What follows belongs to an exercise in optimizing a design on an open flow for small area and few clock cycles; a production flow would make more cautious choices.
The RTL was checked by simulation tests, not by an equivalence proof against the original design.
Power is estimated from default activity; no workload was simulated.

==> flow/design.v <==
module drawing_demux( input  wire       de_req,
                      input  wire [1:0] de_cmd,
                      output wire       de_req0,
                      output wire       de_req1,
                      output wire       de_req2,
                      output wire       de_req3,
		      input  wire       de_ack0,
		      input  wire       de_ack1,
		      input  wire       de_ack2,
		      input  wire       de_ack3,
                      output wire       de_ack);
reg [3:0] req;
always @ (*)
begin
req = 4'b0000;		 
req[de_cmd] = de_req;	 
end
assign de_req0 = req[0];
assign de_req1 = req[1];
assign de_req2 = req[2];
assign de_req3 = req[3];
assign de_ack = de_ack3 ||  de_ack2 ||  de_ack1 ||  de_ack0;
endmodule
module drawing_mux(input  wire        clk,
		    input  wire        req0,
		    output wire        ack0,
		    input  wire        rnw0,
		    input  wire [17:0] addr0,
		    input  wire  [3:0] nbyte0,
		    input  wire [31:0] data0,
		    output wire [31:0] rd_data0,
		    input  wire        req1,
		    output wire        ack1,
		    input  wire        rnw1,
		    input  wire [17:0] addr1,
		    input  wire  [3:0] nbyte1,
		    input  wire [31:0] data1,
		    output wire [31:0] rd_data1,
		    input  wire        req2,
		    output wire        ack2,
		    input  wire        rnw2,
		    input  wire [17:0] addr2,
		    input  wire  [3:0] nbyte2,
		    input  wire [31:0] data2,
		    output wire [31:0] rd_data2,
		    input  wire        req3,
		    output wire        ack3,
		    input  wire        rnw3,
		    input  wire [17:0] addr3,
		    input  wire  [3:0] nbyte3,
		    input  wire [31:0] data3,
		    output wire [31:0] rd_data3,
		    output wire        de_req,
		    input  wire        de_ack,
		    output wire        de_rnw,
		    output wire [17:0] de_addr,
		    output wire  [3:0] de_nbyte,
		    output wire [31:0] de_data,
		    input  wire [31:0] de_rd_data);
reg  [1:0] pending_req;
reg  [1:0] current_req;
reg  [3:0] current_ack;
reg        mux_rnw;
reg [17:0] mux_addr;
reg  [3:0] mux_nbyte;
reg [31:0] mux_data;
assign de_req = req3 | req2 | req1 | req0;
assign ack3 = current_ack[3];
assign ack2 = current_ack[2];
assign ack1 = current_ack[1];
assign ack0 = current_ack[0];
assign de_rnw   = mux_rnw;
assign de_addr  = mux_addr;	 
assign de_nbyte = mux_nbyte;	 
assign de_data  = mux_data;	 
assign rd_data0 = de_rd_data;
assign rd_data1 = de_rd_data;
assign rd_data2 = de_rd_data;
assign rd_data3 = de_rd_data;
always @ (*)
casex ({req3, req2, req1, req0})
  4'bxxx1: pending_req = 0;
  4'bxx10: pending_req = 1;
  4'bx100: pending_req = 2;
  4'b1000: pending_req = 3;
  default: pending_req = 0;
endcase
always @ (*)
case (pending_req)
  0: begin			 
     mux_rnw   = rnw0;
     mux_addr  = addr0;
     mux_nbyte = nbyte0;
     mux_data  = data0;
     end
  1: begin
     mux_rnw   = rnw1;
     mux_addr  = addr1;
     mux_nbyte = nbyte1;
     mux_data  = data1;
     end
  2: begin
     mux_rnw   = rnw2;
     mux_addr  = addr2;
     mux_nbyte = nbyte2;
     mux_data  = data2;
     end
  3: begin
     mux_rnw   = rnw3;
     mux_addr  = addr3;
     mux_nbyte = nbyte3;
     mux_data  = data3;
     end
endcase
always @ (posedge clk)		 
if (!de_ack) current_req <= pending_req;
always @ (*)
case (current_req)
  0: current_ack = {1'b0, 1'b0, 1'b0, de_ack};
  1: current_ack = {1'b0, 1'b0, de_ack, 1'b0};
  2: current_ack = {1'b0, de_ack, 1'b0, 1'b0};
  3: current_ack = {de_ack, 1'b0, 1'b0, 1'b0};
  default: current_ack = 4'b0000;
endcase
endmodule
module drawing_line (  input  wire        clk,
		       input  wire        rst,
		       input  wire        req,
		       output reg         ack,
		       output wire        busy,
		       input  wire [15:0] r0,
		       input  wire [15:0] r1,
		       input  wire [15:0] r2,
		       input  wire [15:0] r3,
		       input  wire [15:0] r4,
		       input  wire [15:0] r5,
		       input  wire [15:0] r6,
		       input  wire [15:0] r7,
		       output wire        de_req,
		       input  wire        de_ack,
		       output wire [17:0] de_addr,
		       output reg   [3:0] de_nbyte,
		       output wire [31:0] de_data);
reg draw_state;				 
reg [11:0] error;			 
reg  [9:0] dab;				 
reg  [9:0] db;				 
reg [10:0] onestep;			 
reg [10:0] twostep;			 
reg [19:0] address;			 
reg  [9:0] length;			 
reg  [7:0] colour;
wire [19:0] onestep_ext;		 
wire [19:0] twostep_ext;		 
assign onestep_ext[10:0]  = onestep[10:0];
assign onestep_ext[19:11] = {9{onestep[10]}};
assign twostep_ext[10:0]  = twostep[10:0];
assign twostep_ext[19:11] = {9{twostep[10]}};
wire [11:0] compare;			 
assign compare = error - (db << 1);
assign de_req = busy && ((length != 0) || !de_ack);
assign busy = (draw_state == 1);
wire [19:0] address_in = {r5[3:0], r4};
always @ (posedge clk)
  if (rst)
    begin
    draw_state <= 0;
    ack        <= 0;
    end
  else
  case (draw_state)
    0:				 
      if (req)				 
        begin
        ack <= 1;			 
        error <= r0[9:0];		 
        dab   <= r0[9:0] - r1[9:0];	 
        db    <= r1[9:0];		 
        onestep	<= r2[10:0];		 
        twostep	<= r3[10:0];		 
        address	<= address_in;		 
        length	<= r0[9:0];		 
        colour 	<= r6[7:0];
        draw_state <= 1;		 
        end
    1:				 
      begin
      ack <= 0;				 
      if (de_ack)			 
        begin
        if (length == 0)		 
          draw_state <= 0;		 
        else
          begin				 
          if (!compare[11])		 
            begin			 
            error <= compare;
            address <= address + onestep_ext;
            end
          else
            begin			 
            error <= error + (dab << 1);
            address <= address + twostep_ext;
            end
          length <= length - 1;		 
          end
        end				 
      end				 
  endcase
assign de_addr = address[19:2];   
assign de_data = {4{colour}};
always @(*)
  case(address[1:0])
    2'b00 : de_nbyte = 4'b1110;
    2'b01 : de_nbyte = 4'b1101;
    2'b10 : de_nbyte = 4'b1011;
    default:de_nbyte = 4'b0111;
  endcase
endmodule
module drawing_jp_rect( input  wire        clk,
                      input  wire        rst,
                      input  wire        req,
                      output wire        ack,
                      output wire        busy,
                      input  wire [15:0] r0,
                      input  wire [15:0] r1,
                      input  wire [15:0] r2,
                      input  wire [15:0] r3,
                      input  wire [15:0] r4,
                      input  wire [15:0] r5,
                      input  wire [15:0] r6,
                      input  wire [15:0] r7,
                      output wire        de_req,
                      input  wire        de_ack,
                      output wire [17:0] de_addr,
                      output wire  [3:0] de_nbyte,
                      output wire        de_rnw,
                      output wire [31:0] de_w_data,
                      input  wire [31:0] de_r_data );
reg  [2:0]  state;
wire        cols_to_draw;   
wire        last_col;       
wire        rows_to_draw;   
reg  [15:0] startx;         
reg  [15:0] starty;         
reg  [ 7:0] width;          
reg  [ 7:0] height;         
reg  [ 7:0] colourPalet [1:0];
reg  [15:0] patternRegBank [3:0];
wire [15:0] startxWord;     
wire [15:0] nextStartx;     
wire [ 2:0] pxDone;         
wire [15:0] nextWidth;      
reg  [15:0] remHeight;      
wire [15:0] nextRemHeight;  
wire [15:0] colx;           
reg  [ 3:0] colmask;        
wire [15:0] coloffset;      
wire [15:0] curY;           
wire [ 1:0] patternRegSel;  
wire [15:0] patternReg;     
wire [ 7:0] row;            
wire [ 3:0] pattern;        
always @ (posedge clk)
begin
  if (rst)
    state <= 0;
  else
  case (state)
    0:
      state <= (req)? 1:0;
    1:
      state <= 2;
    2:
      state <= (cols_to_draw)? 3:4; 
    3:
      if(rows_to_draw || !de_ack)
        state <= 3;
      else
        state <= (last_col)? 2:4;
    4:
      state <= 0;
    default:
      state <= 0;
  endcase
end
always @ (posedge clk)
begin
  case (state)
    0:
    begin
      if(req)
      begin
        startx <= r0;
        starty <= r1;
        width <= r2[15:8];
        height <= r2[ 7:0];
        colourPalet[0] <= r3[15:8];
        colourPalet[1] <= r3[ 7:0];
        patternRegBank[0] <= r4;
        patternRegBank[1] <= r5;
        patternRegBank[2] <= r6;
        patternRegBank[3] <= r7;
      end
    end
    1:
    begin
    end
    2:
    begin
      if(cols_to_draw)
      begin
        remHeight <= height;  
      end
    end
    3:
    begin
      if(!de_ack)
        ;
      else if(rows_to_draw)
        remHeight <= remHeight - 1;
      else if(last_col)
        begin
          startx <= nextStartx;
          width <= nextWidth;
        end
    end
  endcase
end
assign busy = (state==0||state==4)? 0:1;
assign ack = (state==1)? 1:0;
assign cols_to_draw = (width>0)? 1:0;
assign last_col = (nextWidth>0)? 1:0;
assign rows_to_draw = nextRemHeight>0;
assign startxWord = startx&((0-1)<<2);
assign pxDone = (width > (3 - coloffset))? (4) - coloffset:width;
assign nextStartx = startxWord + (1<<2);
assign nextWidth = width - pxDone;
assign nextRemHeight = remHeight - 1;
assign curY = starty+nextRemHeight;
assign colx = startxWord;
assign coloffset = startx - startxWord;
assign patternRegSel = curY[2:1];
assign patternReg = patternRegBank[patternRegSel];
assign row = curY[0]? patternReg[15:8]:patternReg[7:0];
assign pattern = startxWord[2]? row[3:0]:row[7:4];
assign de_req = (state==3)? 1:0;
assign de_addr =  ( (curY<<5) + (curY<<7) + (startxWord>>2) );
assign de_nbyte = ~colmask;
assign de_rnw = 0;
assign de_w_data = {
  colourPalet[pattern[0]],
  colourPalet[pattern[1]],
  colourPalet[pattern[2]],
  colourPalet[pattern[3]]};
always @ (*)
begin
  case(pxDone)
    1: begin case (coloffset[1:0])
        3:colmask = 4'b1000;
        2:colmask = 4'b0100;
        1:colmask = 4'b0010;
        default:colmask = 4'b0001;
       endcase end
    2: begin case (coloffset[1:0])
        2:colmask = 4'b1100;
        1:colmask = 4'b0110;
        default:colmask = 4'b0011;
       endcase end
    3: colmask = (coloffset[1:0]==0)? 4'b0111:4'b1110;
    4: colmask = 4'b1111;
    default: colmask = 4'b0000;
  endcase
end
endmodule
module drawing_clear( input  wire        clk,
                      input  wire        rst,
                      input  wire        req,
                      output reg         ack,
                      output wire        busy,
                      input  wire [15:0] r0,
                      input  wire [15:0] r1,
                      input  wire [15:0] r2,
                      input  wire [15:0] r3,
                      input  wire [15:0] r4,
                      input  wire [15:0] r5,
                      input  wire [15:0] r6,
                      input  wire [15:0] r7,
                      output wire        de_req,
                      input  wire        de_ack,
                      output reg  [17:0] de_addr,
                      output wire  [3:0] de_nbyte,
                      output wire        de_rnw,
                      output wire [31:0] de_w_data,
                      input  wire [31:0] de_r_data );
reg         draw_state;			 
reg   [7:0] colour;			 
always @ (posedge clk)			 
  if (rst)
    begin
    draw_state <= 0;
    ack        <= 0;
    end
  else
  case (draw_state)
    0:
      begin
      if (req)				 
        begin
        ack     <= 1;			 
	colour  <= r0[7:0];		 
        de_addr <= 0;			 
        draw_state <= 1;		 
        end
      end
    1:
      begin
      ack <= 0;			         
      if (de_ack)			 
        begin				 
	if (de_addr >= ((640 * 480)>>2) - 1)
          draw_state <= 0;	 
        else
          de_addr <= de_addr + 1;	 
        end
      end
  endcase
assign de_req = (draw_state == 1);	 
assign de_rnw =  0;			 
assign de_nbyte = 4'b0000;		 
assign de_w_data = {4{colour}};		 
assign busy = (draw_state == 1);	 
endmodule
module drawing_engine (input  wire        clk,
                       input  wire        rst,
                       input  wire        req,
                       input  wire  [1:0] cmd,
                       output wire        ack,
                       output wire        busy,
                       input  wire [15:0] r0,
                       input  wire [15:0] r1,
                       input  wire [15:0] r2,
                       input  wire [15:0] r3,
                       input  wire [15:0] r4,
                       input  wire [15:0] r5,
                       input  wire [15:0] r6,
                       input  wire [15:0] r7,
                       output wire        de_req,
                       input  wire        de_ack,
                       output wire [17:0] de_addr,
                       output wire  [3:0] de_nbyte,
                       output wire [31:0] de_data);
wire        req_in;			 
wire  [3:0] req_u, ack_u, busy_u;
wire        req0, req1, req2, req3;
wire        ack0, ack1, ack2, ack3;
wire [17:0] addr0, addr1, addr2, addr3;
wire  [3:0] nbyte0, nbyte1, nbyte2, nbyte3;
wire [31:0] data0, data1, data2, data3;
wire        rnw1, rnw2;
wire [31:0] rd_data0, rd_data1, rd_data2, rd_data3;
wire        de_rnw;
assign busy   = busy_u[3] | busy_u[2] | busy_u[1] | busy_u[0];
assign req_in = req & ~busy;		 
drawing_demux demux (.de_req(req_in), .de_cmd(cmd),
                     .de_req0(req_u[0]), .de_req1(req_u[1]),
                     .de_req2(req_u[2]), .de_req3(req_u[3]),
                     .de_ack0(ack_u[0]), .de_ack1(ack_u[1]),
                     .de_ack2(ack_u[2]), .de_ack3(ack_u[3]),
                     .de_ack(ack));
drawing_line line (.clk(clk), .rst(rst), .req(req_u[0]), .ack(ack_u[0]),
                   .busy(busy_u[0]),
                   .r0(r0), .r1(r1), .r2(r2), .r3(r3),
                   .r4(r4), .r5(r5), .r6(r6), .r7(r7),
                   .de_req(req0), .de_ack(ack0), .de_addr(addr0),
                   .de_nbyte(nbyte0), .de_data(data0));
drawing_jp_rect rectangle (.clk(clk), .rst(rst), .req(req_u[1]),
                   .ack(ack_u[1]), .busy(busy_u[1]),
                   .r0(r0), .r1(r1), .r2(r2), .r3(r3),
                   .r4(r4), .r5(r5), .r6(r6), .r7(r7),
                   .de_req(req1), .de_ack(ack1), .de_addr(addr1),
                   .de_nbyte(nbyte1), .de_rnw(rnw1), .de_w_data(data1),
                   .de_r_data(rd_data1));
drawing_clear clear (.clk(clk), .rst(rst), .req(req_u[2]),
                   .ack(ack_u[2]), .busy(busy_u[2]),
                   .r0(r0), .r1(r1), .r2(r2), .r3(r3),
                   .r4(r4), .r5(r5), .r6(r6), .r7(r7),
                   .de_req(req2), .de_ack(ack2), .de_addr(addr2),
                   .de_nbyte(nbyte2), .de_rnw(rnw2), .de_w_data(data2),
                   .de_r_data(rd_data2));
assign ack_u[3]  = 1'b0;
assign busy_u[3] = 1'b0;
assign req3   = 1'b0;
assign addr3  = 18'h00000;
assign nbyte3 = 4'b1111;
assign data3  = 32'h0000_0000;
drawing_mux mux (.clk(clk),
                 .req0(req0), .ack0(ack0), .rnw0(1'b0), .addr0(addr0),
                 .nbyte0(nbyte0), .data0(data0), .rd_data0(rd_data0),
                 .req1(req1), .ack1(ack1), .rnw1(rnw1), .addr1(addr1),
                 .nbyte1(nbyte1), .data1(data1), .rd_data1(rd_data1),
                 .req2(req2), .ack2(ack2), .rnw2(rnw2), .addr2(addr2),
                 .nbyte2(nbyte2), .data2(data2), .rd_data2(rd_data2),
                 .req3(req3), .ack3(ack3), .rnw3(1'b1), .addr3(addr3),
                 .nbyte3(nbyte3), .data3(data3), .rd_data3(rd_data3),
                 .de_req(de_req), .de_ack(de_ack), .de_rnw(de_rnw),
                 .de_addr(de_addr), .de_nbyte(de_nbyte), .de_data(de_data),
                 .de_rd_data(32'h0000_0000));
endmodule
==> flow/run.sh <==
#!/bin/bash
# synth_recipe.tcl (not shown) runs the flow's synth.tcl, then flattens the netlist and writes it again
# the make line also repeats each setting of config.mk as NAME=value (left out here)
make -C /OpenROAD-flow-scripts/flow DESIGN_CONFIG=/design/flow/config.mk WORK_HOME=/design/flow/orfs CLKGATE_MAP_FILE= SYNTH_SCRIPT=/design/flow/synth_recipe.tcl finish
==> flow/config.mk <==
export PLATFORM = sky130hd
export DESIGN_NAME = drawing_engine
export DESIGN_NICKNAME = drawing_engine
export VERILOG_FILES = /design/flow/design.v
export SDC_FILE = /design/flow/constraint.sdc
export NUM_CORES = 4
export LEC_CHECK = 0
export CAP_MARGIN = 20
export CORE_MARGIN = 2
export CORE_UTILIZATION = 40
export PLACE_DENSITY = 0.6
export SLEW_MARGIN = 20
==> flow/constraint.sdc <==
create_clock -name core_clock -period 7.0 [get_ports {clk}]
set_input_delay 1.4000 -clock core_clock [delete_from_list [all_inputs] [get_ports {clk}]]
set_output_delay 1.4000 -clock core_clock [all_outputs]
set_load 0.01 [all_outputs]
==> flow_metrics.env <==
export IMPL_p_leak_nw=7.319
export IMPL_hold_violations=0
export IMPL_ys_seq_elements=267
export IMPL_synth_area_per_cell_um2=11.31
export IMPL_syn2layout_area_growth_pct=22.44
export IMPL_setup_violations=0
export IMPL_outcome="complete, no violations"
export IMPL_crit_fanout=7
export IMPL_power_total_mw=4.064
export IMPL_maxSlewViolCount=0
export IMPL_cts_root_buf="clkbuf_16"
export IMPL_grt_pass1_wl_um=65740
export IMPL_drcViolationCount=0
export IMPL_startpoint_type="register"
export IMPL_crit_arrival_ps=5410
export IMPL_ant_nets=0
export IMPL_synth_area_leaders="edfxtp_1 (49%), ha_1 (7.5%), xnor2_1 (3.5%), mux2i_1 (3.3%), a21oi_1 (2.8%)"
export IMPL_required_ps=5600
export IMPL_finalCriticalPeriod_ps=6806
export IMPL_cts_htree_levels=1
export IMPL_synthDistinctLibCells=79
export IMPL_min_path_cells=1
export IMPL_syn_cell_area_mm2=0.01581
export IMPL_criticalPathCategory="register to output pin"
export IMPL_io_pins=191
export IMPL_critPathCaptureType="output pin"
export IMPL_drt_iter0_drc=842
export IMPL_synth_xor_area_frac=0.05919
export IMPL_yosysTopAreaCell="edfxtp_1"
export IMPL_ys_warn_count=7
export IMPL_async_reset_ff_frac=0
export IMPL_synth_edf_count=260
export IMPL_yosys_area_top_type_share=0.4938
export IMPL_cp_slowest_cell="fa_1"
export IMPL_slew_headroom=0.3037
export IMPL_grt_max_degree=62
export IMPL_drv_cap=0
export IMPL_drive_above_1_share=0.09192
export IMPL_power_per_cell_area_mw_per_mm2=209.9
export IMPL_cts_buffers=31
export IMPL_synthAdderAreaFrac=0.09164
export IMPL_design_core_area_mm2=0.03883
export IMPL_rows=72
export IMPL_syn_inst=1398
export IMPL_synth_compound_area_frac=0.1402
export IMPL_wl_um=42770
export IMPL_viasPerCell=5.394
export IMPL_synth_common_cells="edfxtp_1 (260), nand2_1 (105), ha_1 (95)"
export IMPL_gp_congestion=0.8609
export IMPL_fin_setup_tns_ps=0
export IMPL_synthFlopType="edfxtp_1"
export IMPL_hpwl_um=31880
export IMPL_ys_seq_area_frac=0.5027
export IMPL_clk_path_buf_depth=3
export IMPL_peakVddDrop_uv=187.3
export IMPL_critPathMaxStageDelay_ps=500
export IMPL_portBuffers=187
export IMPL_rsz0062_at_grt="no"
export IMPL_hold_class="register to register"
export IMPL_max_freq_mhz=146.9
export IMPL_grt_overflow=0
export IMPL_yosysMostFrequentCell="edfxtp_1"
export IMPL_path_cells="or3_4 -> or4_4 -> nor2_1 -> xor2_1 -> ha_1 -> or3_1 -> o22a_1 -> xor2_2 -> inv_1 -> fa_1 -> inv_1 -> ha_2 -> a21o_1 -> a21o_1 -> a41oi_2 -> a21oi_1 -> xnor2_1 -> o21ai_1 -> dlygate4sd2_1"
export IMPL_grt_usage=0.2063
export IMPL_synth_fp_nets=1640
export IMPL_cts_sinks=267
export IMPL_synth_top_family_by_area="compound AO/OA/AOI/OAI gates"
export IMPL_ff2ff_setup_slack_ps=1290
export IMPL_fin_worst_skew_ps=12.11
export IMPL_reg2reg_depth=21
export IMPL_start_util=0.4072
export IMPL_worst_pin_slew_ps=1042
export IMPL_grt_antenna_before_repair=0
export IMPL_first_pass_iters=5
export IMPL_first_global_vias=11737
export IMPL_nNetsFinal=1840
export IMPL_cts_tree="done"
export IMPL_synthSimpleGateAreaFrac=0.1127
export IMPL_vias=11555
export IMPL_synthMuxAreaShare=0.06141
export IMPL_clkTransAtPathRegs_ps=60
export IMPL_dieArea_mm2=0.04113
export IMPL_post_drt_wl_per_cell_um=19.97
export IMPL_die_w_um=202.8
export IMPL_fin_crit_sh=0.9723
export IMPL_clock_latency_ps=580
export IMPL_die_h_um=202.8
## path summary, 6_finish.rpt
path,start,to
setup / recovery,rectangle.remHeight[3],de_addr[17]
hold / removal,clear.ack,clear.ack
setup reg to reg,line.error[1],line.address[18]
hold reg to reg,clear.ack,clear.ack
## cells by family after synthesis
kind of cell    after synthesis
mux                          86
buf+inv                     131
fa+ha+maj                   108
xor+xnor                    106
flops                       267
simple gates                360
compound gates              340
## cells in the final DEF, fill, tap and decap left out, drive strengths merged, types with 14 or more instances in the layout
| master | n |
|---|---|
| edfxtp | 260 |
| clkdlybuf4s50 | 184 |
| o21ai | 110 |
| nand2 | 107 |
| ha | 95 |
| nor2 | 92 |
| a21oi | 88 |
| inv | 85 |
| xnor2 | 65 |
| mux2i | 52 |
| xor2 | 41 |
| clkbuf | 34 |
| a21o | 33 |
| mux2 | 28 |
| nand3 | 28 |
| buf | 27 |
| clkinv | 21 |
| and2 | 20 |
| a22oi | 19 |
| nor2b | 18 |
| nor3 | 18 |
| nand2b | 14 |
## metal layers
layer / vias to the layer above / global-route usage / part of all wire
met1: 5593 / 0.2900 / 0.46
li1: 5586 / - / -
met3: 55 / 0.03515 / 0.066
met5: - / 0 / 0
met4: 0 / 0.04692 / 0.023
met2: 321 / 0.3341 / 0.45
## area by class of cell
type / count / area, um2
inverters: 84 / 315.3
diodes: 3 / 7.507
well taps: 518 / 648.1
flip-flops and latches: 267 / 7949
multi-input cells: 1000 / 7466
clock buffers: 34 / 787.0
clock inverters: 22 / 108.9
repair buffers: 214 / 2078
fillers: 3492 / 19470
## registers in the layout, summed over array words and instances, names as in the netlist, 8 cells and up
name and count:
rectangle.remHeight 16, line.onestep 11, line.dab 10, clear.de_addr 18, rectangle.height 8, rectangle.startx 16, line.length 10, clear.colour 8
line.address 20, rectangle.starty 13, line.colour 8, line.db 10, rectangle.patternRegBank 64, rectangle.width 8, line.twostep 11, line.error 11
rectangle.colourPalet 16
## worst max-delay path, delay by kind of cell, from the launching register on
kind / cells / cell delay, ps
buffers and inverters: 3 / 410
adders and majority gates: 3 / 1060
and+or+nand+nor: 4 / 1370
xor gates and xnor gates: 3 / 460
DFF: 1 / 440
AOI/OAI and AO/OA: 6 / 1080
## what timing repair did
item | 4_1_cts | 5_1_grt
setup buffers | 2 | 6
hold buffers | 0 | 0
cloned | 0 | 0
gates resized for setup | 9 | 4
pin swaps | 1 | 3
endpoints found under the setup margin | 3 | 3
## power breakdown
group          total [mW]  leakage [nW]  switching, mW  internal, mW
clock network        1.46         0.447          0.661         0.803
logic               0.764          4.45          0.409         0.355
registers            1.84          2.42         0.0284          1.81
total                4.06          7.32           1.10          2.97
## stage by stage
stage,area (um2),setup slack [ps],util,hold WS [ps],instances
floorplan,15820,1060,-,427.6,1398
global placement,18330,316.4,0.4722,438.3,2075
detailed placement,18330,178.3,0.4722,443.2,2075
CTS,19290,1.605,0.4969,457.8,2133
global route,19350,5.767,0.4984,466.9,2139
finish,19360,194.0,0.4986,456.7,2142
Testbench counts, summed over its fixed seeds: cycles 85,721.

-- re-timing with driven ports --
In the flow no input, the clock included, has a driving cell. The finished layout below was timed again as built, in two steps. Step 1 (the two cells are an assumption about what drives the block):
set clk [get_ports {clk}]
set_driving_cell -lib_cell sky130_fd_sc_hd__clkbuf_16 $clk
set_driving_cell -lib_cell sky130_fd_sc_hd__buf_2 [delete_from_list [all_inputs] $clk]
Step 2 adds t to the input delays and takes it off the output delays; t is the mean of the earliest and latest rising clock arrival at the registers after step 1. Input paths then give back, and output paths get back, about the clock's delay inside the block. Three values: no drivers, after step 1, after step 2; two values: the first two.
shift t [ns]: 0.621
slack for setup (ns): 0.194 / 0.143 / 0.764
worst register clock-pin slew, ns: 0.06 / 0.06
worst data-port slew with drivers (ns): 0.07
After both steps this run still meets setup and hold. The setup slack of this run moves by -0.051 ns with the drivers and by +0.570 ns with both steps.
